This design comes from an exercise in tuning for small area and a short achievable clock period on the open sky130 flow, not from production work.
Only simulation tests tie the RTL to the original design; equivalence was not proved.

v41:
// MACRegister
module MACRegister(
    input clk,
    input rst,
    input [1:0] opcode,
    input [15:0] a,
    input [15:0] b,
    output [31:0] dataOut
    );
Size in the first run: roughly 930 cells after synthesis, roughly 68 I/O pins.
Settings: LEC_CHECK=0, CAP_MARGIN=20, CORE_MARGIN=2, CORE_UTILIZATION=55, PLACE_DENSITY=0.75, SETUP_SLACK_MARGIN=1.0, SLEW_MARGIN=20, SYNTH_HIERARCHICAL=1, SYNTH_MINIMUM_KEEP_SIZE=0; clock period 19.0 ns.
standard.sh (not shown) runs the stock make flow with config.mk's settings and CLKGATE_MAP_FILE= SYNTH_SCRIPT=/design/flow/synth_recipe.tcl, a recipe that flattens the netlist after the stock synthesis.
==> flow/flow/run.sh <==
#!/bin/bash
# Standard ORFS layout, with buf_2 port buffers, and timing repair aiming for 10.75 ns of
# setup slack at the design's clock period (i.e. a tighter internal target).
set -euo pipefail
bash standard.sh "BUFFER_PORTS_ARGS=-buffer_cell sky130_fd_sc_hd__buf_2" "SETUP_SLACK_MARGIN=10.75" finish > make_finish.log 2>&1
Relative to v41, the following input files were edited for v15:
Settings: CTS_BUF_LIST newly set to sky130_fd_sc_hd__clkbuf_4 sky130_fd_sc_hd__clkbuf_8.
==> flow/flow/run.sh <==
#!/bin/bash
# Standard ORFS layout, with buf_2 port buffers, and timing repair aiming for 11 ns of
# setup slack at the design's clock period (i.e. a tighter internal target).
set -euo pipefail
bash standard.sh "BUFFER_PORTS_ARGS=-buffer_cell sky130_fd_sc_hd__buf_2" "SETUP_SLACK_MARGIN=11" finish > make_finish.log 2>&1
### Flow results
Layout filler cell count of v15 falls short of that of v41 by a few percent.
Compared v15 against v41; placer congestion estimate within noise.
Compared with v41, v15 shows average via count per standard cell that has gone up slightly.
v15 against v41: half-perimeter wire length after placement down 66 um; final antenna-violating net count flat; cell count up 6; post-layout utilization of the core up 2.1 points.
Input-level comparison between v17 and v15:
Settings: CTS_BUF_LIST: sky130_fd_sc_hd__clkbuf_4 sky130_fd_sc_hd__clkbuf_8 -> unset.
==> flow/flow/run.sh <==
#!/bin/bash
# Standard ORFS layout, with buf_2 port buffers; before floorplanning, logic cells are set to
# drive strength 1 (flow/downsize.tcl), and timing repair aims for 10.75 ns of setup slack at
# the design's clock period (a tighter internal target), sizing up only what needs it.
set -euo pipefail
export PRE_FLOORPLAN_TCL="$(pwd)/flow/downsize.tcl"
bash standard.sh "BUFFER_PORTS_ARGS=-buffer_cell sky130_fd_sc_hd__buf_2" "SETUP_SLACK_MARGIN=10.75" finish > make_finish.log 2>&1
==> flow/flow/downsize.tcl (new file) <==
# Before floorplanning: give every logic cell that synthesis sized up the drive strength 1 of
# its family (same function and pins). The timing repair later in the flow sizes up again
# only the cells on paths that need it. Flip-flops and clock cells are left alone.
set db [ord::get_db]
set n 0
foreach inst [[ord::get_db_block] getInsts] {
  set m [[$inst getMaster] getName]
  if {![regexp {^(sky130_fd_sc_hd__[a-z0-9]+)_([0-9]+)$} $m -> base sz]} { continue }
  if {$sz <= 1} { continue }
  if {[regexp {__(df|sdf|edf|dl|clk|buf|conb|tap|fill|decap)} $base]} { continue }
  set small [$db findMaster ${base}_1]
  if {$small eq "NULL" || $small eq ""} { continue }
  $inst swapMaster $small
  incr n
}
puts "downsize.tcl: $n cells set to drive strength 1"
Results
- No stage failed in v17, and the final checks on the layout all came back clean.
- When the final numbers for v15 and v17 were put side by side, the die area turned out to be greater in v15.
- Vias: v17 below v15
- Reg2reg setup slack: v15 and v17 compared, lower one is v17
- Compared v17 vs v15, and final design utilization is down in v17.
- Starting utilization of the core area: v15 and v17 compared, lower one is v17
- Going from v15 to v17, routed wire length grew slightly.
- Min final HPWL from detailed placement across v15 and v17: v15
diff inputs: v17 => v9
Settings: putting CTS_BUF_LIST at sky130_fd_sc_hd__clkbuf_8 where nothing was set.
==> flow/flow/run.sh <==
#!/bin/bash
# Standard ORFS layout, with buf_2 port buffers (buf_1 on the outputs, flow/outbuf.tcl after
# global placement), and timing repair aiming for 11.5 ns of setup slack at the design's clock
# period (a tighter internal target), working on the worst paths only (TNS_END_PERCENT=0).
set -euo pipefail
export POST_GLOBAL_PLACE_TCL="$(pwd)/flow/outbuf.tcl"
bash standard.sh "BUFFER_PORTS_ARGS=-buffer_cell sky130_fd_sc_hd__buf_2" "SETUP_SLACK_MARGIN=11.5" "TNS_END_PERCENT=0" finish > make_finish.log 2>&1
==> flow/flow/outbuf.tcl (new file) <==
# After global placement: the buffers that buffer_ports put on the output ports drive only
# the port's load, so give them drive strength 1.
set db [ord::get_db]
set small [$db findMaster sky130_fd_sc_hd__buf_1]
set n 0
foreach bterm [[ord::get_db_block] getBTerms] {
  if {[$bterm getIoType] ne "OUTPUT"} { continue }
  set net [$bterm getNet]
  foreach iterm [$net getITerms] {
    if {![$iterm isOutputSignal]} { continue }
    set inst [$iterm getInst]
    if {[string match sky130_fd_sc_hd__buf_* [[$inst getMaster] getName]]} {
      $inst swapMaster $small
      incr n
    }
  }
}
puts "outbuf.tcl: $n output port buffers set to buf_1"
removed: flow/flow/downsize.tcl
Notes after the runs:
The cell with the largest stage delay on the worst path comes out sky130_fd_sc_hd__fa_1 in one run and sky130_fd_sc_hd__fa_2 in the other, namely in v17 and v9 respectively. NOTE met2 layer wire length in the routed design v17->v9 increased slightly. v9: total cell area at the placement stage about 0.5% above v17. Taking v17 as the reference, in v9 number of cells in the design after placement shows no meaningful change.
> inputs changed (v9 -> v51)
Settings: CTS_BUF_LIST no longer set, was sky130_fd_sc_hd__clkbuf_8.
==> flow/flow/run.sh <==
#!/bin/bash
# Standard ORFS layout, with buf_2 port buffers, and timing repair aiming for 11 ns of
# setup slack at the design's clock period (i.e. a tighter internal target).
set -euo pipefail
bash standard.sh "BUFFER_PORTS_ARGS=-buffer_cell sky130_fd_sc_hd__buf_2" "SETUP_SLACK_MARGIN=11" finish > make_finish.log 2>&1
removed: flow/flow/outbuf.tcl
Findings:
- v51 ended with every stage complete and zero timing, DRC or antenna violations.
- Diff v9 -> v51: via count of the first global-routing pass fell 414.
- Diff v9 -> v51: worst setup slack before clock tree synthesis decreased 150 ps, worst hold slack decreased 9.6 ps.
- Between v9 and v51, the sequential share of layout area is lower for v51.
- The fraction of the cycle the final worst path needs of v51 is higher than that of v9.

## port drivers added, routing unchanged
Ports are ideal in the flow. The routed layouts listed here were re-timed in OpenROAD.
Step 1 (the two cells are an assumption about what drives the block):
set clk [get_ports {clk}]
set_driving_cell -lib_cell sky130_fd_sc_hd__clkbuf_16 $clk
set_driving_cell -lib_cell sky130_fd_sc_hd__buf_2 [delete_from_list [all_inputs] $clk]
Step 2, shift: input delay + t, output delay - t, t = (earliest + latest rising clock arrival at the registers) / 2. This alone moves slack from input paths to output paths.
Three values: ideal ports, drivers, drivers and shift; two values: the first two.
run | t (ns) | setup slack, ns | clock arrival spread, ns | worst data-port slew with drivers (ns) | pins driven straight from the clock port
v41 | 0.338 | 10.881 / 10.872 / 10.534 | 0.007 / 0.008 | 0.05 | 1
v15 | 0.368 | 11.065 / 11.051 / 10.683 | 0.011 / 0.011 | 0.09 | 1
v17 | 0.336 | 10.865 / 10.870 / 10.534 | 0.006 / 0.006 | 0.05 | 1
v9 | 0.356 | 11.114 / 11.103 / 10.747 | 0.005 / 0.005 | 0.07 | 1
v51 | 0.344 | 11.043 / 10.956 / 10.612 | 0.009 / 0.008 | 0.14 | 1
After both steps every run listed still meets setup and hold. For v51, which loses most, drivers alone change the setup slack by -0.087 ns; drivers and shift together by -0.431 ns.
